Background: an optimization exercise with open tools, aiming at small area, a short achievable clock period and few clock cycles per item. Do not read the settings as production practice.
For this run, only the layout was checked, not whether the RTL still works.
No activity file was given, so power comes from the tool's default toggle rates.

===== flow/config.mk =====
export PLATFORM = sky130hd
export DESIGN_NAME = lc4_processor
export DESIGN_NICKNAME = lc4_processor
export VERILOG_FILES = /design/flow/design.v
export SDC_FILE = /design/flow/constraint.sdc
export NUM_CORES = 4
export LEC_CHECK = 0
export CAP_MARGIN = 20
export CORE_MARGIN = 2
export CORE_UTILIZATION = 55
export SLEW_MARGIN = 20

===== flow/standard.sh =====
#!/bin/bash
# synth_recipe.tcl (not shown) runs the flow's synth.tcl, then flattens the netlist and writes it again
# the make line also repeats each setting of config.mk as NAME=value (left out here)
make -C /OpenROAD-flow-scripts/flow DESIGN_CONFIG=/design/flow/config.mk WORK_HOME=/design/flow/orfs CLKGATE_MAP_FILE= SYNTH_SCRIPT=/design/flow/synth_recipe.tcl "${@:-finish}"

===== flow/design.v =====
`timescale 1ns / 1ps
`default_nettype none
`timescale 1ns / 1ps
`default_nettype none
module lc4_wdecode(input  wire [15:0] insn,
                   output wire        regfile_we,
                   output wire [2:0]  wsel,
                   output wire        nzp_we,
                   output wire        is_load,
                   output wire        is_store);
   wire [3:0] op = insn[15:12];
   wire       to_r7 = (op == 4'b0100) | (op == 4'b1111);      
   assign regfile_we = (op == 4'b0001) | (op == 4'b0101) | (op == 4'b0110) | (op == 4'b1001) |
                       (op == 4'b1010) | (op == 4'b1101) | to_r7;
   assign wsel   = to_r7 ? 3'd7 : insn[11:9];
   assign nzp_we = regfile_we | (op == 4'b0010);
   assign is_load  = (op == 4'b0110);
   assign is_store = (op == 4'b0111);
endmodule
module lc4_rdecode(input  wire [15:0] insn,
                   output wire [2:0]  r1sel,
                   output wire        r1re,
                   output wire [2:0]  r2sel,
                   output wire        r2re);
   wire [3:0] op = insn[15:12];
   wire is_arith = (op == 4'b0001);
   wire is_cmp   = (op == 4'b0010);
   wire is_jsrr  = (op == 4'b0100) & ~insn[11];
   wire is_logic = (op == 4'b0101);
   wire is_ldr   = (op == 4'b0110);
   wire is_str   = (op == 4'b0111);
   wire is_rti   = (op == 4'b1000);
   wire is_shift = (op == 4'b1010);
   wire is_jmpr  = (op == 4'b1100) & ~insn[11];
   wire is_hic   = (op == 4'b1101);
   assign r1sel = (is_cmp | is_hic) ? insn[11:9] : is_rti ? 3'd7 : insn[8:6];
   assign r2sel = is_str ? insn[11:9] : insn[2:0];
   assign r1re  = is_arith | is_cmp | is_jsrr | is_logic | is_ldr | is_str | is_rti |
                  is_shift | is_jmpr | is_hic;
   assign r2re  = (is_arith & ~insn[5]) | (is_cmp & ~insn[8]) | (is_logic & ~insn[5]) |
                  is_str | (is_shift & (insn[5:4] == 2'b11));
endmodule
`timescale 1ns / 1ps
`default_nettype none
module lc4_div_steps #(parameter K = 4)
   (input  wire [15:0]  r_in,
    input  wire [K-1:0] a_bits,
    input  wire [15:0]  b,
    output wire [15:0]  r_out,
    output wire [K-1:0] q_bits);
   wire [15:0] r [0:K];
   assign r[0] = r_in;
   genvar j;
   generate
      for (j = 0; j < K; j = j + 1) begin : step
         wire [16:0] sh = {r[j], a_bits[K-1-j]};
         wire [17:0] df = {1'b0, sh} - {2'b00, b};
         assign q_bits[K-1-j] = ~df[17];
         assign r[j+1] = df[17] ? sh[15:0] : df[15:0];
      end
   endgenerate
   assign r_out = r[K];
endmodule
`timescale 1ns / 1ps
`default_nettype none
module lc4_alu(input  wire [15:0] i_insn,
               input  wire [15:0] i_pc1,       
               input  wire [15:0] i_a,         
               input  wire [15:0] i_b,         
               output reg  [15:0] o_result);
   wire [3:0] op  = i_insn[15:12];
   wire [2:0] sub = i_insn[5:3];
   wire is_cmp   = (op == 4'b0010);
   wire cmp_sgn  = ~i_insn[7];
   wire [15:0] cmp_imm = {{9{i_insn[6] & cmp_sgn}}, i_insn[6:0]};
   wire [15:0] cmp_b   = i_insn[8] ? cmp_imm : i_b;
   wire do_sub = is_cmp | ((op == 4'b0001) & (sub == 3'b010));
   reg  [15:0] addb;
   always @(*) begin
      if (is_cmp)                   addb = cmp_b;
      else if (op == 4'b0001)       addb = i_insn[5] ? {{11{i_insn[4]}}, i_insn[4:0]} : i_b;
      else                          addb = {{10{i_insn[5]}}, i_insn[5:0]};
   end
   wire ea = is_cmp & cmp_sgn & i_a[15];
   wire eb = is_cmp & cmp_sgn & addb[15];
   wire [16:0] bx  = {eb, addb} ^ {17{do_sub}};
   wire [16:0] sum = {ea, i_a} + bx + {16'd0, do_sub};
   wire lt = sum[16];
   wire eq = (sum[15:0] == 16'd0);      
   wire [15:0] cmp_res = lt ? 16'hFFFF : {15'd0, ~eq};
   wire left = (i_insn[5:4] == 2'b00);
   wire [15:0] a_rev, s_rev;
   genvar g;
   generate
      for (g = 0; g < 16; g = g + 1) begin : rev
         assign a_rev[g] = i_a[15-g];
      end
   endgenerate
   wire [15:0] s_in  = left ? a_rev : i_a;
   wire        fill  = (i_insn[5:4] == 2'b01) & i_a[15];
   wire [31:0] s_ext = {{16{fill}}, s_in} >> i_insn[3:0];
   wire [15:0] s_out = s_ext[15:0];
   generate
      for (g = 0; g < 16; g = g + 1) begin : rev2
         assign s_rev[g] = s_out[15-g];
      end
   endgenerate
   wire [15:0] shf = left ? s_rev : s_out;
   always @(*) begin
      case (op)
         4'b0001: o_result = sum[15:0];      
         4'b0010: o_result = cmp_res;
         4'b0101: o_result = i_insn[5] ? (i_a & {{11{i_insn[4]}}, i_insn[4:0]}) :
                             (sub[1:0] == 2'b00) ? (i_a & i_b) :
                             (sub[1:0] == 2'b01) ? ~i_a :
                             (sub[1:0] == 2'b10) ? (i_a | i_b) : (i_a ^ i_b);
         4'b0110, 4'b0111: o_result = sum[15:0];
         4'b1001: o_result = {{7{i_insn[8]}}, i_insn[8:0]};
         4'b1010: o_result = shf;
         4'b1101: o_result = {i_insn[7:0], i_a[7:0]};
         default: o_result = i_pc1;         
      endcase
   end
endmodule
module lc4_mul_csa(input wire [15:0] a, input wire [15:0] b,
                   output wire [15:0] x, output wire [15:0] y);
   wire [15:0] pp0 = a[15:0] & {16{b[0]}};
   wire [14:0] pp1 = a[14:0] & {15{b[1]}};
   wire [13:0] pp2 = a[13:0] & {14{b[2]}};
   wire [12:0] pp3 = a[12:0] & {13{b[3]}};
   wire [11:0] pp4 = a[11:0] & {12{b[4]}};
   wire [10:0] pp5 = a[10:0] & {11{b[5]}};
   wire [9:0] pp6 = a[9:0] & {10{b[6]}};
   wire [8:0] pp7 = a[8:0] & {9{b[7]}};
   wire [7:0] pp8 = a[7:0] & {8{b[8]}};
   wire [6:0] pp9 = a[6:0] & {7{b[9]}};
   wire [5:0] pp10 = a[5:0] & {6{b[10]}};
   wire [4:0] pp11 = a[4:0] & {5{b[11]}};
   wire [3:0] pp12 = a[3:0] & {4{b[12]}};
   wire [2:0] pp13 = a[2:0] & {3{b[13]}};
   wire [1:0] pp14 = a[1:0] & {2{b[14]}};
   wire [0:0] pp15 = a[0:0] & {1{b[15]}};
   wire t1;
   wire t2;
   wire t3;
   wire t4;
   wire t5;
   wire t6;
   wire t7;
   wire t8;
   wire t9;
   wire t10;
   wire t11;
   wire t12;
   wire t13;
   wire t14;
   wire t15;
   wire t16;
   wire t17;
   wire t18;
   wire t19;
   wire t20;
   wire t21;
   wire t22;
   wire t23;
   wire t24;
   wire t25;
   wire t26;
   wire t27;
   wire t28;
   wire t29;
   wire t30;
   wire t31;
   wire t32;
   wire t33;
   wire t34;
   wire t35;
   wire t36;
   wire t37;
   wire t38;
   wire t39;
   wire t40;
   wire t41;
   wire t42;
   wire t43;
   wire t44;
   wire t45;
   wire t46;
   wire t47;
   wire t48;
   wire t49;
   wire t50;
   wire t51;
   wire t52;
   wire t53;
   wire t54;
   wire t55;
   wire t56;
   wire t57;
   wire t58;
   wire t59;
   wire t60;
   wire t61;
   wire t62;
   wire t63;
   wire t64;
   wire t65;
   wire t66;
   wire t67;
   wire t68;
   wire t69;
   wire t70;
   wire t71;
   wire t72;
   wire t73;
   wire t74;
   wire t75;
   wire t76;
   wire t77;
   wire t78;
   wire t79;
   wire t80;
   wire t81;
   wire t82;
   wire t83;
   wire t84;
   wire t85;
   wire t86;
   wire t87;
   wire t88;
   wire t89;
   wire t90;
   wire t91;
   wire t92;
   wire t93;
   wire t94;
   wire t95;
   wire t96;
   wire t97;
   wire t98;
   wire t99;
   wire t100;
   wire t101;
   wire t102;
   wire t103;
   wire t104;
   wire t105;
   wire t106;
   wire t107;
   wire t108;
   wire t109;
   wire t110;
   wire t111;
   wire t112;
   wire t113;
   wire t114;
   wire t115;
   wire t116;
   wire t117;
   wire t118;
   wire t119;
   wire t120;
   wire t121;
   wire t122;
   wire t123;
   wire t124;
   wire t125;
   wire t126;
   wire t127;
   wire t128;
   wire t129;
   wire t130;
   wire t131;
   wire t132;
   wire t133;
   wire t134;
   wire t135;
   wire t136;
   wire t137;
   wire t138;
   wire t139;
   wire t140;
   wire t141;
   wire t142;
   wire t143;
   wire t144;
   wire t145;
   wire t146;
   wire t147;
   wire t148;
   wire t149;
   wire t150;
   wire t151;
   wire t152;
   wire t153;
   wire t154;
   wire t155;
   wire t156;
   wire t157;
   wire t158;
   wire t159;
   wire t160;
   wire t161;
   wire t162;
   wire t163;
   wire t164;
   wire t165;
   wire t166;
   wire t167;
   wire t168;
   wire t169;
   wire t170;
   wire t171;
   wire t172;
   wire t173;
   wire t174;
   wire t175;
   wire t176;
   wire t177;
   wire t178;
   wire t179;
   wire t180;
   wire t181;
   wire t182;
   wire t183;
   wire t184;
   wire t185;
   wire t186;
   wire t187;
   wire t188;
   wire t189;
   wire t190;
   wire t191;
   wire t192;
   wire t193;
   wire t194;
   wire t195;
   wire t196;
   wire t197;
   wire t198;
   wire t199;
   wire t200;
   wire t201;
   wire t202;
   assign t1 = pp0[2] ^ pp1[1] ^ pp2[0];
   assign t2 = (pp0[2] & pp1[1]) | (pp0[2] & pp2[0]) | (pp1[1] & pp2[0]);
   assign t3 = pp0[3] ^ pp1[2] ^ pp2[1];
   assign t4 = (pp0[3] & pp1[2]) | (pp0[3] & pp2[1]) | (pp1[2] & pp2[1]);
   assign t5 = pp0[4] ^ pp1[3] ^ pp2[2];
   assign t6 = (pp0[4] & pp1[3]) | (pp0[4] & pp2[2]) | (pp1[3] & pp2[2]);
   assign t7 = pp3[1] ^ pp4[0];
   assign t8 = pp3[1] & pp4[0];
   assign t9 = pp0[5] ^ pp1[4] ^ pp2[3];
   assign t10 = (pp0[5] & pp1[4]) | (pp0[5] & pp2[3]) | (pp1[4] & pp2[3]);
   assign t11 = pp3[2] ^ pp4[1] ^ pp5[0];
   assign t12 = (pp3[2] & pp4[1]) | (pp3[2] & pp5[0]) | (pp4[1] & pp5[0]);
   assign t13 = pp0[6] ^ pp1[5] ^ pp2[4];
   assign t14 = (pp0[6] & pp1[5]) | (pp0[6] & pp2[4]) | (pp1[5] & pp2[4]);
   assign t15 = pp3[3] ^ pp4[2] ^ pp5[1];
   assign t16 = (pp3[3] & pp4[2]) | (pp3[3] & pp5[1]) | (pp4[2] & pp5[1]);
   assign t17 = pp0[7] ^ pp1[6] ^ pp2[5];
   assign t18 = (pp0[7] & pp1[6]) | (pp0[7] & pp2[5]) | (pp1[6] & pp2[5]);
   assign t19 = pp3[4] ^ pp4[3] ^ pp5[2];
   assign t20 = (pp3[4] & pp4[3]) | (pp3[4] & pp5[2]) | (pp4[3] & pp5[2]);
   assign t21 = pp6[1] ^ pp7[0];
   assign t22 = pp6[1] & pp7[0];
   assign t23 = pp0[8] ^ pp1[7] ^ pp2[6];
   assign t24 = (pp0[8] & pp1[7]) | (pp0[8] & pp2[6]) | (pp1[7] & pp2[6]);
   assign t25 = pp3[5] ^ pp4[4] ^ pp5[3];
   assign t26 = (pp3[5] & pp4[4]) | (pp3[5] & pp5[3]) | (pp4[4] & pp5[3]);
   assign t27 = pp6[2] ^ pp7[1] ^ pp8[0];
   assign t28 = (pp6[2] & pp7[1]) | (pp6[2] & pp8[0]) | (pp7[1] & pp8[0]);
   assign t29 = pp0[9] ^ pp1[8] ^ pp2[7];
   assign t30 = (pp0[9] & pp1[8]) | (pp0[9] & pp2[7]) | (pp1[8] & pp2[7]);
   assign t31 = pp3[6] ^ pp4[5] ^ pp5[4];
   assign t32 = (pp3[6] & pp4[5]) | (pp3[6] & pp5[4]) | (pp4[5] & pp5[4]);
   assign t33 = pp6[3] ^ pp7[2] ^ pp8[1];
   assign t34 = (pp6[3] & pp7[2]) | (pp6[3] & pp8[1]) | (pp7[2] & pp8[1]);
   assign t35 = pp0[10] ^ pp1[9] ^ pp2[8];
   assign t36 = (pp0[10] & pp1[9]) | (pp0[10] & pp2[8]) | (pp1[9] & pp2[8]);
   assign t37 = pp3[7] ^ pp4[6] ^ pp5[5];
   assign t38 = (pp3[7] & pp4[6]) | (pp3[7] & pp5[5]) | (pp4[6] & pp5[5]);
   assign t39 = pp6[4] ^ pp7[3] ^ pp8[2];
   assign t40 = (pp6[4] & pp7[3]) | (pp6[4] & pp8[2]) | (pp7[3] & pp8[2]);
   assign t41 = pp9[1] ^ pp10[0];
   assign t42 = pp9[1] & pp10[0];
   assign t43 = pp0[11] ^ pp1[10] ^ pp2[9];
   assign t44 = (pp0[11] & pp1[10]) | (pp0[11] & pp2[9]) | (pp1[10] & pp2[9]);
   assign t45 = pp3[8] ^ pp4[7] ^ pp5[6];
   assign t46 = (pp3[8] & pp4[7]) | (pp3[8] & pp5[6]) | (pp4[7] & pp5[6]);
   assign t47 = pp6[5] ^ pp7[4] ^ pp8[3];
   assign t48 = (pp6[5] & pp7[4]) | (pp6[5] & pp8[3]) | (pp7[4] & pp8[3]);
   assign t49 = pp9[2] ^ pp10[1] ^ pp11[0];
   assign t50 = (pp9[2] & pp10[1]) | (pp9[2] & pp11[0]) | (pp10[1] & pp11[0]);
   assign t51 = pp0[12] ^ pp1[11] ^ pp2[10];
   assign t52 = (pp0[12] & pp1[11]) | (pp0[12] & pp2[10]) | (pp1[11] & pp2[10]);
   assign t53 = pp3[9] ^ pp4[8] ^ pp5[7];
   assign t54 = (pp3[9] & pp4[8]) | (pp3[9] & pp5[7]) | (pp4[8] & pp5[7]);
   assign t55 = pp6[6] ^ pp7[5] ^ pp8[4];
   assign t56 = (pp6[6] & pp7[5]) | (pp6[6] & pp8[4]) | (pp7[5] & pp8[4]);
   assign t57 = pp9[3] ^ pp10[2] ^ pp11[1];
   assign t58 = (pp9[3] & pp10[2]) | (pp9[3] & pp11[1]) | (pp10[2] & pp11[1]);
   assign t59 = pp0[13] ^ pp1[12] ^ pp2[11];
   assign t60 = (pp0[13] & pp1[12]) | (pp0[13] & pp2[11]) | (pp1[12] & pp2[11]);
   assign t61 = pp3[10] ^ pp4[9] ^ pp5[8];
   assign t62 = (pp3[10] & pp4[9]) | (pp3[10] & pp5[8]) | (pp4[9] & pp5[8]);
   assign t63 = pp6[7] ^ pp7[6] ^ pp8[5];
   assign t64 = (pp6[7] & pp7[6]) | (pp6[7] & pp8[5]) | (pp7[6] & pp8[5]);
   assign t65 = pp9[4] ^ pp10[3] ^ pp11[2];
   assign t66 = (pp9[4] & pp10[3]) | (pp9[4] & pp11[2]) | (pp10[3] & pp11[2]);
   assign t67 = pp12[1] ^ pp13[0];
   assign t68 = pp12[1] & pp13[0];
   assign t69 = pp0[14] ^ pp1[13] ^ pp2[12];
   assign t70 = (pp0[14] & pp1[13]) | (pp0[14] & pp2[12]) | (pp1[13] & pp2[12]);
   assign t71 = pp3[11] ^ pp4[10] ^ pp5[9];
   assign t72 = (pp3[11] & pp4[10]) | (pp3[11] & pp5[9]) | (pp4[10] & pp5[9]);
   assign t73 = pp6[8] ^ pp7[7] ^ pp8[6];
   assign t74 = (pp6[8] & pp7[7]) | (pp6[8] & pp8[6]) | (pp7[7] & pp8[6]);
   assign t75 = pp9[5] ^ pp10[4] ^ pp11[3];
   assign t76 = (pp9[5] & pp10[4]) | (pp9[5] & pp11[3]) | (pp10[4] & pp11[3]);
   assign t77 = pp12[2] ^ pp13[1] ^ pp14[0];
   assign t78 = (pp12[2] & pp13[1]) | (pp12[2] & pp14[0]) | (pp13[1] & pp14[0]);
   assign t79 = pp0[15] ^ pp1[14] ^ pp2[13];
   assign t80 = pp3[12] ^ pp4[11] ^ pp5[10];
   assign t81 = pp6[9] ^ pp7[8] ^ pp8[7];
   assign t82 = pp9[6] ^ pp10[5] ^ pp11[4];
   assign t83 = pp12[3] ^ pp13[2] ^ pp14[1];
   assign t84 = t2 ^ t3 ^ pp3[0];
   assign t85 = (t2 & t3) | (t2 & pp3[0]) | (t3 & pp3[0]);
   assign t86 = t4 ^ t5 ^ t7;
   assign t87 = (t4 & t5) | (t4 & t7) | (t5 & t7);
   assign t88 = t6 ^ t8 ^ t9;
   assign t89 = (t6 & t8) | (t6 & t9) | (t8 & t9);
   assign t90 = t10 ^ t12 ^ t13;
   assign t91 = (t10 & t12) | (t10 & t13) | (t12 & t13);
   assign t92 = t15 ^ pp6[0];
   assign t93 = t15 & pp6[0];
   assign t94 = t14 ^ t16 ^ t17;
   assign t95 = (t14 & t16) | (t14 & t17) | (t16 & t17);
   assign t96 = t19 ^ t21;
   assign t97 = t19 & t21;
   assign t98 = t18 ^ t20 ^ t22;
   assign t99 = (t18 & t20) | (t18 & t22) | (t20 & t22);
   assign t100 = t23 ^ t25 ^ t27;
   assign t101 = (t23 & t25) | (t23 & t27) | (t25 & t27);
   assign t102 = t24 ^ t26 ^ t28;
   assign t103 = (t24 & t26) | (t24 & t28) | (t26 & t28);
   assign t104 = t29 ^ t31 ^ t33;
   assign t105 = (t29 & t31) | (t29 & t33) | (t31 & t33);
   assign t106 = t30 ^ t32 ^ t34;
   assign t107 = (t30 & t32) | (t30 & t34) | (t32 & t34);
   assign t108 = t35 ^ t37 ^ t39;
   assign t109 = (t35 & t37) | (t35 & t39) | (t37 & t39);
   assign t110 = t36 ^ t38 ^ t40;
   assign t111 = (t36 & t38) | (t36 & t40) | (t38 & t40);
   assign t112 = t42 ^ t43 ^ t45;
   assign t113 = (t42 & t43) | (t42 & t45) | (t43 & t45);
   assign t114 = t47 ^ t49;
   assign t115 = t47 & t49;
   assign t116 = t44 ^ t46 ^ t48;
   assign t117 = (t44 & t46) | (t44 & t48) | (t46 & t48);
   assign t118 = t50 ^ t51 ^ t53;
   assign t119 = (t50 & t51) | (t50 & t53) | (t51 & t53);
   assign t120 = t55 ^ t57 ^ pp12[0];
   assign t121 = (t55 & t57) | (t55 & pp12[0]) | (t57 & pp12[0]);
   assign t122 = t52 ^ t54 ^ t56;
   assign t123 = (t52 & t54) | (t52 & t56) | (t54 & t56);
   assign t124 = t58 ^ t59 ^ t61;
   assign t125 = (t58 & t59) | (t58 & t61) | (t59 & t61);
   assign t126 = t63 ^ t65 ^ t67;
   assign t127 = (t63 & t65) | (t63 & t67) | (t65 & t67);
   assign t128 = t60 ^ t62 ^ t64;
   assign t129 = (t60 & t62) | (t60 & t64) | (t62 & t64);
   assign t130 = t66 ^ t68 ^ t69;
   assign t131 = (t66 & t68) | (t66 & t69) | (t68 & t69);
   assign t132 = t71 ^ t73 ^ t75;
   assign t133 = (t71 & t73) | (t71 & t75) | (t73 & t75);
   assign t134 = t70 ^ t72 ^ t74;
   assign t135 = t76 ^ t78 ^ t79;
   assign t136 = t80 ^ t81 ^ t82;
   assign t137 = t87 ^ t88 ^ t11;
   assign t138 = (t87 & t88) | (t87 & t11) | (t88 & t11);
   assign t139 = t89 ^ t90 ^ t92;
   assign t140 = (t89 & t90) | (t89 & t92) | (t90 & t92);
   assign t141 = t91 ^ t93 ^ t94;
   assign t142 = (t91 & t93) | (t91 & t94) | (t93 & t94);
   assign t143 = t95 ^ t97 ^ t98;
   assign t144 = (t95 & t97) | (t95 & t98) | (t97 & t98);
   assign t145 = t99 ^ t101 ^ t102;
   assign t146 = (t99 & t101) | (t99 & t102) | (t101 & t102);
   assign t147 = t104 ^ pp9[0];
   assign t148 = t104 & pp9[0];
   assign t149 = t103 ^ t105 ^ t106;
   assign t150 = (t103 & t105) | (t103 & t106) | (t105 & t106);
   assign t151 = t108 ^ t41;
   assign t152 = t108 & t41;
   assign t153 = t107 ^ t109 ^ t110;
   assign t154 = (t107 & t109) | (t107 & t110) | (t109 & t110);
   assign t155 = t112 ^ t114;
   assign t156 = t112 & t114;
   assign t157 = t111 ^ t113 ^ t115;
   assign t158 = (t111 & t113) | (t111 & t115) | (t113 & t115);
   assign t159 = t116 ^ t118 ^ t120;
   assign t160 = (t116 & t118) | (t116 & t120) | (t118 & t120);
   assign t161 = t117 ^ t119 ^ t121;
   assign t162 = (t117 & t119) | (t117 & t121) | (t119 & t121);
   assign t163 = t122 ^ t124 ^ t126;
   assign t164 = (t122 & t124) | (t122 & t126) | (t124 & t126);
   assign t165 = t123 ^ t125 ^ t127;
   assign t166 = (t123 & t125) | (t123 & t127) | (t125 & t127);
   assign t167 = t128 ^ t130 ^ t132;
   assign t168 = (t128 & t130) | (t128 & t132) | (t130 & t132);
   assign t169 = t129 ^ t131 ^ t133;
   assign t170 = t134 ^ t135 ^ t136;
   assign t171 = t140 ^ t141 ^ t96;
   assign t172 = (t140 & t141) | (t140 & t96) | (t141 & t96);
   assign t173 = t142 ^ t143 ^ t100;
   assign t174 = (t142 & t143) | (t142 & t100) | (t143 & t100);
   assign t175 = t144 ^ t145 ^ t147;
   assign t176 = (t144 & t145) | (t144 & t147) | (t145 & t147);
   assign t177 = t146 ^ t148 ^ t149;
   assign t178 = (t146 & t148) | (t146 & t149) | (t148 & t149);
   assign t179 = t150 ^ t152 ^ t153;
   assign t180 = (t150 & t152) | (t150 & t153) | (t152 & t153);
   assign t181 = t154 ^ t156 ^ t157;
   assign t182 = (t154 & t156) | (t154 & t157) | (t156 & t157);
   assign t183 = t158 ^ t160 ^ t161;
   assign t184 = (t158 & t160) | (t158 & t161) | (t160 & t161);
   assign t185 = t162 ^ t164 ^ t165;
   assign t186 = (t162 & t164) | (t162 & t165) | (t164 & t165);
   assign t187 = t167 ^ t77;
   assign t188 = t167 & t77;
   assign t189 = t166 ^ t168 ^ t169;
   assign t190 = t170 ^ t83 ^ pp15[0];
   assign t191 = t176 ^ t177 ^ t151;
   assign t192 = (t176 & t177) | (t176 & t151) | (t177 & t151);
   assign t193 = t178 ^ t179 ^ t155;
   assign t194 = (t178 & t179) | (t178 & t155) | (t179 & t155);
   assign t195 = t180 ^ t181 ^ t159;
   assign t196 = (t180 & t181) | (t180 & t159) | (t181 & t159);
   assign t197 = t182 ^ t183 ^ t163;
   assign t198 = (t182 & t183) | (t182 & t163) | (t183 & t163);
   assign t199 = t184 ^ t185 ^ t187;
   assign t200 = (t184 & t185) | (t184 & t187) | (t185 & t187);
   assign t201 = t186 ^ t188 ^ t189;
   assign t202 = t200 ^ t201 ^ t190;
   assign x = {t202, t198, t196, t194, t192, t191, t174, t172, t171, t138, t137, t85, t84, t1, pp0[1], pp0[0]};
   assign y = {1'b0, t199, t197, t195, t193, 1'b0, t175, t173, 1'b0, t139, 1'b0, t86, 1'b0, 1'b0, pp1[0], 1'b0};
endmodule
`timescale 1ns / 1ps
`default_nettype none
module lc4_regfile(input  wire        clk,
                   input  wire        gwe,
                   input  wire        rst,
                   input  wire [7:0]  i_rs,       
                   output reg  [15:0] o_rs_data,
                   input  wire [7:0]  i_rt,       
                   output reg  [15:0] o_rt_data,
                   input  wire [2:0]  i_rd,
                   input  wire [15:0] i_wdata,
                   input  wire        i_rd_we);
   reg [15:0] r [0:7];
   integer i;
   always @(posedge clk) begin
      if (gwe) begin
         for (i = 0; i < 8; i = i + 1) begin
            if (rst) r[i] <= 16'h0000;
            else if (i_rd_we && i_rd == i) r[i] <= i_wdata;
         end
      end
   end
   always @(*) begin
      o_rs_data = 16'h0000;
      o_rt_data = 16'h0000;
      for (i = 0; i < 8; i = i + 1) begin
         o_rs_data = o_rs_data | (r[i] & {16{i_rs[i]}});
         o_rt_data = o_rt_data | (r[i] & {16{i_rt[i]}});
      end
   end
endmodule
`timescale 1ns / 1ps
`default_nettype none
module lc4_processor
(input  wire        clk,
 input  wire        rst,
 input  wire        gwe,
 output wire [15:0] o_cur_pc,
 input  wire [15:0] i_cur_insn,
 output wire [15:0] o_dmem_addr,
 input  wire [15:0] i_cur_dmem_data,
 output wire        o_dmem_we,
 output wire [15:0] o_dmem_towrite,
 output wire [1:0]  test_stall,
 output wire [15:0] test_cur_pc,
 output wire [15:0] test_cur_insn,
 output wire        test_regfile_we,
 output wire [2:0]  test_regfile_wsel,
 output wire [15:0] test_regfile_data,
 output wire        test_nzp_we,
 output wire [2:0]  test_nzp_new_bits,
 output wire        test_dmem_we,
 output wire [15:0] test_dmem_addr,
 output wire [15:0] test_dmem_data,
 input  wire [7:0]  switch_data,
 output wire [15:0] seven_segment_data,
 output wire [7:0]  led_data);
   reg  [15:0] pc_f;
   reg         x_v;
   reg  [15:0] x_pc1;                  
   reg         x_pred;                 
   reg  [15:0] x_ir;
   reg  [2:0]  x_r1sel, x_r2sel;
   reg         x_r1re, x_r2re;
   reg         hit_a, hit_b;           
   reg  [7:0]  x_s1, x_s2;             
   reg         m_v;
   reg  [15:0] m_ir, m_pc, m_res, m_sd;
   reg         m_stw;                  
   reg         m_late;                 
   reg         m_mul, m_dfast;
   reg         m_alo;
   reg  [1:0]  m_qhi;
   reg         w_v;
   reg  [15:0] w_ir, w_pc, w_data, w_addr;
   reg         w_we, w_nzp_we, w_st, w_mem;
   reg  [2:0]  w_wsel, w_nzp;
   reg  [2:0]  nzp;
   reg  [3:0]  d_cnt;
   wire [2:0] f_r1sel, f_r2sel;
   wire       f_r1re, f_r2re;
   lc4_rdecode fdec (.insn(i_cur_insn), .r1sel(f_r1sel), .r1re(f_r1re),
                     .r2sel(f_r2sel), .r2re(f_r2re));
   wire [15:0] fi     = i_cur_insn;
   wire [15:0] f_pc1  = pc_f + 16'd1;
   wire        f_trap = (fi[15:12] == 4'b1111);
   wire        f_jsr  = (fi[15:11] == 5'b01001);
   wire        f_jmp  = (fi[15:11] == 5'b11001);
   wire        f_brb  = (fi[15:12] == 4'b0000) & fi[8] & (fi[11:9] != 3'b000);
   wire [9:0]  f_lo9  = {1'b0, f_pc1[8:0]} + {1'b0, fi[8:0]};
   wire [11:0] f_lo11 = {1'b0, f_pc1[10:0]} + {1'b0, fi[10:0]};
   wire        f_brp  = f_brb & f_lo9[9];
   wire        f_jmpp = f_jmp & (f_lo11[11] == fi[10]);
   wire        f_er   = f_trap | f_jsr | f_jmpp | f_brp;
   wire [15:0] f_tgt  = f_trap ? {8'h80, fi[7:0]} :
                        f_jsr  ? {pc_f[15], fi[10:0], 4'b0000} :
                        f_jmp  ? {f_pc1[15:11], f_lo11[10:0]} : {f_pc1[15:9], f_lo9[8:0]};
   wire [3:0] op = x_ir[15:12];
   wire is_br    = (op == 4'b0000);
   wire is_jsr   = (op == 4'b0100) &  x_ir[11];
   wire is_jsrr  = (op == 4'b0100) & ~x_ir[11];
   wire is_rti   = (op == 4'b1000);
   wire is_jmpr  = (op == 4'b1100) & ~x_ir[11];
   wire is_jmp   = (op == 4'b1100) &  x_ir[11];
   wire is_trap  = (op == 4'b1111);
   wire is_mul   = (op == 4'b0001) & (x_ir[5:3] == 3'b001);
   wire is_div   = (op == 4'b0001) & (x_ir[5:3] == 3'b011);
   wire is_mod   = (op == 4'b1010) & (x_ir[5:4] == 2'b11);
   wire is_dm    = is_div | is_mod;
   wire is_xctl  = is_jsrr | is_rti | is_jmpr | (is_jmp & ~x_pred);    
   wire x_we, x_nzp_we, x_ld, x_st;
   wire [2:0] x_wsel;
   lc4_wdecode xdec (.insn(x_ir), .regfile_we(x_we), .wsel(x_wsel), .nzp_we(x_nzp_we),
                     .is_load(x_ld), .is_store(x_st));
   wire        m_we, m_nzp_we, m_ld, m_st;
   wire [2:0]  m_wsel;
   lc4_wdecode mdec (.insn(m_ir), .regfile_we(m_we), .wsel(m_wsel), .nzp_we(m_nzp_we),
                     .is_load(m_ld), .is_store(m_st));
   wire [15:0] mdv_r;
   wire        mdv_q;
   lc4_div_steps #(1) mdv (.r_in(m_res), .a_bits(m_alo), .b(m_sd), .r_out(mdv_r), .q_bits(mdv_q));
   wire [15:0] m_div = (m_sd == 16'd0) ? 16'd0 :
                       (m_ir[15:12] == 4'b0001) ? {13'd0, m_qhi, mdv_q} : mdv_r;
   wire [15:0] m_alu = m_dfast ? m_div : m_mul ? m_res + m_sd : m_res;
   wire [15:0] m_val = m_ld ? i_cur_dmem_data : m_alu;
   wire        wb_en = m_v & m_we;
   wire [15:0] rf_a, rf_b;
   lc4_regfile rf (.clk(clk), .gwe(gwe), .rst(rst),
                   .i_rs(x_s1), .o_rs_data(rf_a), .i_rt(x_s2), .o_rt_data(rf_b),
                   .i_rd(m_wsel), .i_wdata(m_val), .i_rd_we(wb_en));
   wire [15:0] opa = (m_res & {16{hit_a}}) | rf_a;
   wire [15:0] opb = (m_res & {16{hit_b}}) | rf_b;
   wire ld_stall = m_late & ((x_r1re & hit_a) | (x_r2re & hit_b) | is_br);
   wire first  = (d_cnt == 4'd0);
   wire last   = (d_cnt == 4'd8);
   wire b_zero = (opb == 16'd0);
   wire fast   = (opa[15:3] < opb) | b_zero;
   reg  [1:0] abits;
   always @(*) begin
      case (d_cnt[2:0])
         3'd1:    abits = opa[15:14];
         3'd2:    abits = opa[13:12];
         3'd3:    abits = opa[11:10];
         3'd4:    abits = opa[9:8];
         3'd5:    abits = opa[7:6];
         3'd6:    abits = opa[5:4];
         3'd7:    abits = opa[3:2];
         default: abits = first ? opa[2:1] : opa[1:0];
      endcase
   end
   wire [15:0] xdv_r;
   wire [1:0]  xdv_q;
   lc4_div_steps #(2) xdv (.r_in(first ? {3'd0, opa[15:3]} : m_res), .a_bits(abits), .b(opb),
                           .r_out(xdv_r), .q_bits(xdv_q));
   wire dm_done  = first ? fast : last;
   wire dm_stall = is_dm & ~dm_done;
   wire [15:0] pc1 = x_pc1;
   wire [15:0] alu_res, mul_x, mul_y;
   lc4_alu alu (.i_insn(x_ir), .i_pc1(pc1), .i_a(opa), .i_b(opb), .o_result(alu_res));
   lc4_mul_csa mul (.a(opa), .b(opb), .x(mul_x), .y(mul_y));
   wire [2:0] cur_nzp = (m_v & m_nzp_we) ? {m_res[15], m_res == 16'd0, ~m_res[15] & (m_res != 16'd0)} : nzp;
   wire br_taken = |(x_ir[11:9] & cur_nzp);
   wire [15:0] rel = is_br ? {{7{x_ir[8]}}, x_ir[8:0]} : {{5{x_ir[10]}}, x_ir[10:0]};
   wire [15:0] rel_tgt = pc1 + rel;
   wire [15:0] x_pc = x_pc1 - 16'd1;
   wire [15:0] target = (is_br & x_pred) ? pc1 : (is_br | is_jmp) ? rel_tgt : opa;   
   wire x_stall  = x_v & (ld_stall | dm_stall);
   wire x_go     = x_v & ~ld_stall & ~dm_stall;            
   wire redirect = x_go & (is_xctl | (is_br & (br_taken != x_pred)));
   wire x_dm_run = x_v & is_dm & ~ld_stall;                 
   wire [2:0] n_r1sel = x_stall ? x_r1sel : f_r1sel;
   wire [2:0] n_r2sel = x_stall ? x_r2sel : f_r2sel;
   wire nhit_a = x_go & x_we & (x_wsel == f_r1sel);
   wire nhit_b = x_go & x_we & (x_wsel == f_r2sel);
   always @(posedge clk) begin
      if (gwe) begin
         if (rst) begin
            pc_f  <= 16'h8200;
            x_v   <= 1'b0;
            m_v   <= 1'b0;
            m_stw <= 1'b0;
            w_v   <= 1'b0;
            nzp   <= 3'b000;
            d_cnt <= 4'd0;
            hit_a <= 1'b0;
            hit_b <= 1'b0;
            x_s1  <= 8'd0;
            x_s2  <= 8'd0;
         end else begin
            if (redirect) begin
               pc_f <= target;
               x_v  <= 1'b0;
            end else if (!x_stall) begin
               pc_f <= f_er ? f_tgt : f_pc1;
               x_v  <= 1'b1;
            end
            if (x_dm_run)
               d_cnt <= dm_done ? 4'd0 : d_cnt + 4'd1;
            hit_a <= nhit_a;
            hit_b <= nhit_b;
            x_s1  <= nhit_a ? 8'd0 : (8'd1 << n_r1sel);
            x_s2  <= nhit_b ? 8'd0 : (8'd1 << n_r2sel);
            m_v   <= x_go;
            m_stw <= x_go & x_st;
            w_v   <= m_v;
            if (m_v & m_nzp_we) nzp <= {m_val[15], m_val == 16'd0, ~m_val[15] & (m_val != 16'd0)};
         end
         if (!x_stall) begin
            x_ir    <= i_cur_insn;
            x_pc1   <= f_pc1;
            x_pred  <= f_brp | f_jmpp;
            x_r1sel <= f_r1sel;
            x_r2sel <= f_r2sel;
            x_r1re  <= f_r1re;
            x_r2re  <= f_r2re;
         end
         m_ir    <= x_ir;
         m_pc    <= x_pc;
         m_mul   <= is_mul;
         m_dfast <= is_dm & first;
         m_late  <= x_go & (x_ld | is_mul | (is_dm & first));
         m_alo   <= opa[0];
         m_qhi   <= xdv_q;
         if (x_dm_run & ~first & ~dm_done) begin    
            m_res <= xdv_r;
            m_sd  <= {m_sd[13:0], xdv_q};
         end else if (x_dm_run & ~dm_done) begin    
            m_res <= 16'd0;
            m_sd  <= 16'd0;
         end else if (is_dm) begin                  
            m_res <= first ? xdv_r : is_div ? {m_sd[13:0], xdv_q} : xdv_r;
            m_sd  <= opb;
         end else if (is_mul) begin
            m_res <= mul_x;
            m_sd  <= mul_y;
         end else begin
            m_res <= alu_res;
            m_sd  <= opb;
         end
         w_ir     <= m_ir;
         w_pc     <= m_pc;
         w_data   <= m_st ? m_sd : m_val;
         w_addr   <= (m_ld | m_st) ? m_res : 16'd0;
         w_we     <= m_we;
         w_wsel   <= m_wsel;
         w_nzp_we <= m_nzp_we;
         w_st     <= m_st;
         w_mem    <= m_ld | m_st;
         w_nzp    <= {m_val[15], m_val == 16'd0, ~m_val[15] & (m_val != 16'd0)};
      end
   end
   assign o_cur_pc       = pc_f;
   assign o_dmem_addr    = m_res;
   assign o_dmem_we      = m_stw;
   assign o_dmem_towrite = m_sd;
   assign test_stall        = {~w_v, 1'b0};
   assign test_cur_pc       = w_pc;
   assign test_cur_insn     = w_ir;
   assign test_regfile_we   = w_we;
   assign test_regfile_wsel = w_wsel;
   assign test_regfile_data = w_data;
   assign test_nzp_we       = w_nzp_we;
   assign test_nzp_new_bits = w_nzp;
   assign test_dmem_we      = w_st;
   assign test_dmem_addr    = w_addr;
   assign test_dmem_data    = w_mem ? w_data : 16'd0;
   assign seven_segment_data = 16'h0000;
   assign led_data = 8'h00;
endmodule

===== flow/constraint.sdc =====
create_clock -name core_clock -period 38.0 [get_ports {clk}]
set_input_delay 7.6000 -clock core_clock [delete_from_list [all_inputs] [get_ports {clk}]]
set_output_delay 7.6000 -clock core_clock [all_outputs]
set_load 0.01 [all_outputs]

===== flow/flow/run.sh =====
#!/bin/bash
set -o pipefail
export SETUP_SLACK_MARGIN=${FLOW_MARGIN:-29.2}
export BUFFER_PORTS_ARGS="-buffer_cell sky130_fd_sc_hd__buf_2"
bash standard.sh > standard.log 2>&1

==> run summary <==
fin crit share = 24.9%
GRT Overall Usage = 42.9%
drt drc = 0
Critical Path AT = 9.89 ns
Yosys top cell area share = 36.4%
Num Clock Sinks = 358
clk root buf = clkbuf_16
final setup vio count = 0
crit path max fanout = 8
Post-DRT Antenna Nets = 0
nets@finish = 3647
DP HPWL = 83.2 mm
Max Cap Viol = 0
DRT iter0 DRCs = 3995
Core Footprint = 52900 um2
final hold slack = 0.416 ns
most used cell, CP = nand3_2
number of buffers added on ports = 173
Initial Util = 55.9%
status = no timing/DRC/antenna violations
TritonCTS buffer count = 40
share of cells above drive strength 1 = 20.3%
GP Congestion = 1.03
first-pass GRT wire length = 176 mm
antenna violations before repair = 4
Crit-path slowest cell = o31a_4
Leak Pwr = 0.0143 uW
Yosys warning count = 6
Tmin final = 9.46 ns
DR WL/cell = 30.5 um
Die Area = 55600 um2
CP cell instances = buf_2 > ha_1 > nor3_2 > o21ai_2 > nand3_2 > nand3_2 > and3_4 > o31a_4 > nand2_8 > buf_4 > nor2_1 > a311o_1 > a21oi_2
Power Total = 2210 uW
Max clock buf depth = 3
endpoint type of the worst setup path = flip-flop
DP Worst Slack = 27.57 ns
synth unique cells = 92
WP data required = 38.43 ns
FF+latch count, synth = 358
drt pass-1 iters = 10
largest net degree at the start of global routing = 76
synth cell count leaders = 358 x edfxtp_1, 282 x nor2_1, 252 x nand2_1
Max VDD drop = 0.117 mV
worst min path class = flip-flop to flip-flop
RSZ-0062 raised after global routing = yes
FFs w/ async S/R, synth = 0%
kind of critical path = input pin to flip-flop
Die X = 236 um
clock skew = 0.0476 ns
synth top area cells = edfxtp_1 36%, ha_1 7.3%, fa_1 6.1%
Max Clk Rate = 106 MHz
Power Density = 63.4 nW/um2
setup TNS = 0 ns
number of global-route vias before repair = 26700
sequential area share after synthesis = 36.4%
Area Overhead vs Synth = 17.9%
Post-synth EDFFs = 358
routed via count = 28300
Vias/cell = 6.96
Congestion Overflow GR = 0
CTS tree = done
placed cell count = 3844
fin cells = 4060
Worst Max-Slew Pin Slew = 1.14 ns
std cell rows = 84
total wire length = 124 mm
leading area contributor after synthesis = edfxtp_1
io pins = 207
endpoints failing hold = 0
syn_area_per_cell = 9.59 um2
die height = 236 um
Relative slew margins = 23.2%
top-count cell post-synth = edfxtp_1
Mapped Area = 29600 um2
Post-Syn Instances = 3082
top_reg_cell synth = edfxtp_1
worst skew pair latency = 0.60 ns
startpoint class of the critical path = input pin
post-route setup slack = 28.54 ns
Worst path max stage delay = 0.39 ns
Worst-path clk slew = 0.07 ns
Final Slew Violations = 0
CTS H-tree lvls = 2
## worst paths after layout
check	end	slack, ns	cells after the start	startpoint
worst min-delay path	w_pc[7]	0.42	0	m_pc[7]
worst max register to register	m_res[4]	29.47	23	x_s2[2]
worst max-delay path	pc_f[3]	28.54	13	i_cur_insn[5]
worst min register to register	w_pc[7]	0.42	0	m_pc[7]
## per-stage QoR
stage / util (%) / cell area [um2]
finish: 65.9 / 34800
global route: 65.9 / 34800
CTS: 64.5 / 34100
detailed placement: 59.5 / 31500
global placement: 59.5 / 31500
floorplan: - / 30100
## final cells by class
class | count | area (um2)
tap | 688 | 861
timing repair buffer | 402 | 3080
inverter | 217 | 822
clock inverter | 24 | 288
sequential | 358 | 10800
clock buffer | 48 | 1030
antenna | 1 | 2.50
fill | 4121 | 18000
multi-input combinational | 2322 | 18000
## worst max-delay path: cells and delay by family
kind                     cells  cell delay [ns]
AO/OA/AOI/OAI                4             0.97
buffers and inverters        2             0.28
AND/OR/NAND/NOR              6             0.74
adder cells (fa/ha/maj)      1             0.28
## placed cells by master (no fill, tap or decap), drive strengths merged, types with 20 or more instances in the layout
cell type    n
inv        207
a221oi      37
a222oi      25
o211ai      37
nor2       283
a21o        33
buf        401
nor2b       34
mux4        35
and3        43
conb        25
xnor2      101
xor2        38
o31ai       25
nor3        72
mux2        31
a22oi       96
fa          90
o21a        42
nand3       93
clkbuf      48
o21ai      173
a31oi       20
a211oi      31
and2        33
edfxtp     358
a21oi      153
o22ai       24
nand2b      29
mux2i       55
clkinv      27
nand2      252
ha         173
## where the power goes
part / total, uW / internal [uW] / switching (uW)
clock: 401 / 230 / 171
sequential: 515 / 486 / 28.5
combinational: 1290 / 512 / 782
total: 2210 / 1230 / 981
## state kept, by name, summed over array words and instances (netlist names), 3 cells and up
name     cells
rf.r       128
m_res       16
x_s2         8
m_ir        16
m_pc        16
w_ir        16
w_data      16
w_nzp        3
m_sd        16
w_wsel       3
x_ir        16
x_r2sel      3
x_pc1       16
pc_f        16
nzp          3
w_pc        16
w_addr      16
x_r1sel      3
d_cnt        4
x_s1         8
## cells by family (layout without fill, tap and decap cells)
family | after synthesis | count (layout) | share of synthesized area (%)
AOI/OAI and AO/OA | 833 | 834 | 19.4
xor gates and xnor gates | 139 | 139 | 4.12
adders and majority gates | 263 | 263 | 13.4
buffers and inverters | 427 | 691 | 5.96
DFF | 358 | 358 | 36.4
muxes | 121 | 121 | 5.71
other | 1 | 26 | 0.0127
and+or+nand+nor | 940 | 940 | 15.0
## layer usage
metal	wire, um	track usage [%]
met1	44300	55.2
met2	53400	64.7
met3	16600	11.2
met4	9450	26.8
met5	54	0
## timing repair
item,in CTS,in global routing
pin swaps,45,16
cloned,2,0
setup endpoints to repair,261,219
setup buffers,78,63
resized for setup,126,42
hold buffers,0,0
endpoints found under the hold margin,0,0

[port drivers added, routing unchanged]
How much do the figures lean on ideal ports? The routed layout below was timed once more, with nothing changed but the port constraints. Step 1 (the two cells are an assumption about what drives the block):
set clk [get_ports {clk}]
set_driving_cell -lib_cell sky130_fd_sc_hd__clkbuf_16 $clk
set_driving_cell -lib_cell sky130_fd_sc_hd__buf_2 [delete_from_list [all_inputs] $clk]
Step 2 also shifts input and output timing later by t, the mid clock arrival at the registers, as if the neighbouring blocks saw the same clock. a / b / c = ideal ports / drivers / drivers and shift; a / b = the first two.
t (ns): 0.647
setup slack, ns: 28.542 / 28.585 / 27.939
latest minus earliest clock arrival (ns): 0.048 / 0.047
After both steps setup and hold are still met in this run. For this run, drivers alone change the setup slack by +0.043 ns; drivers and shift together by -0.603 ns.
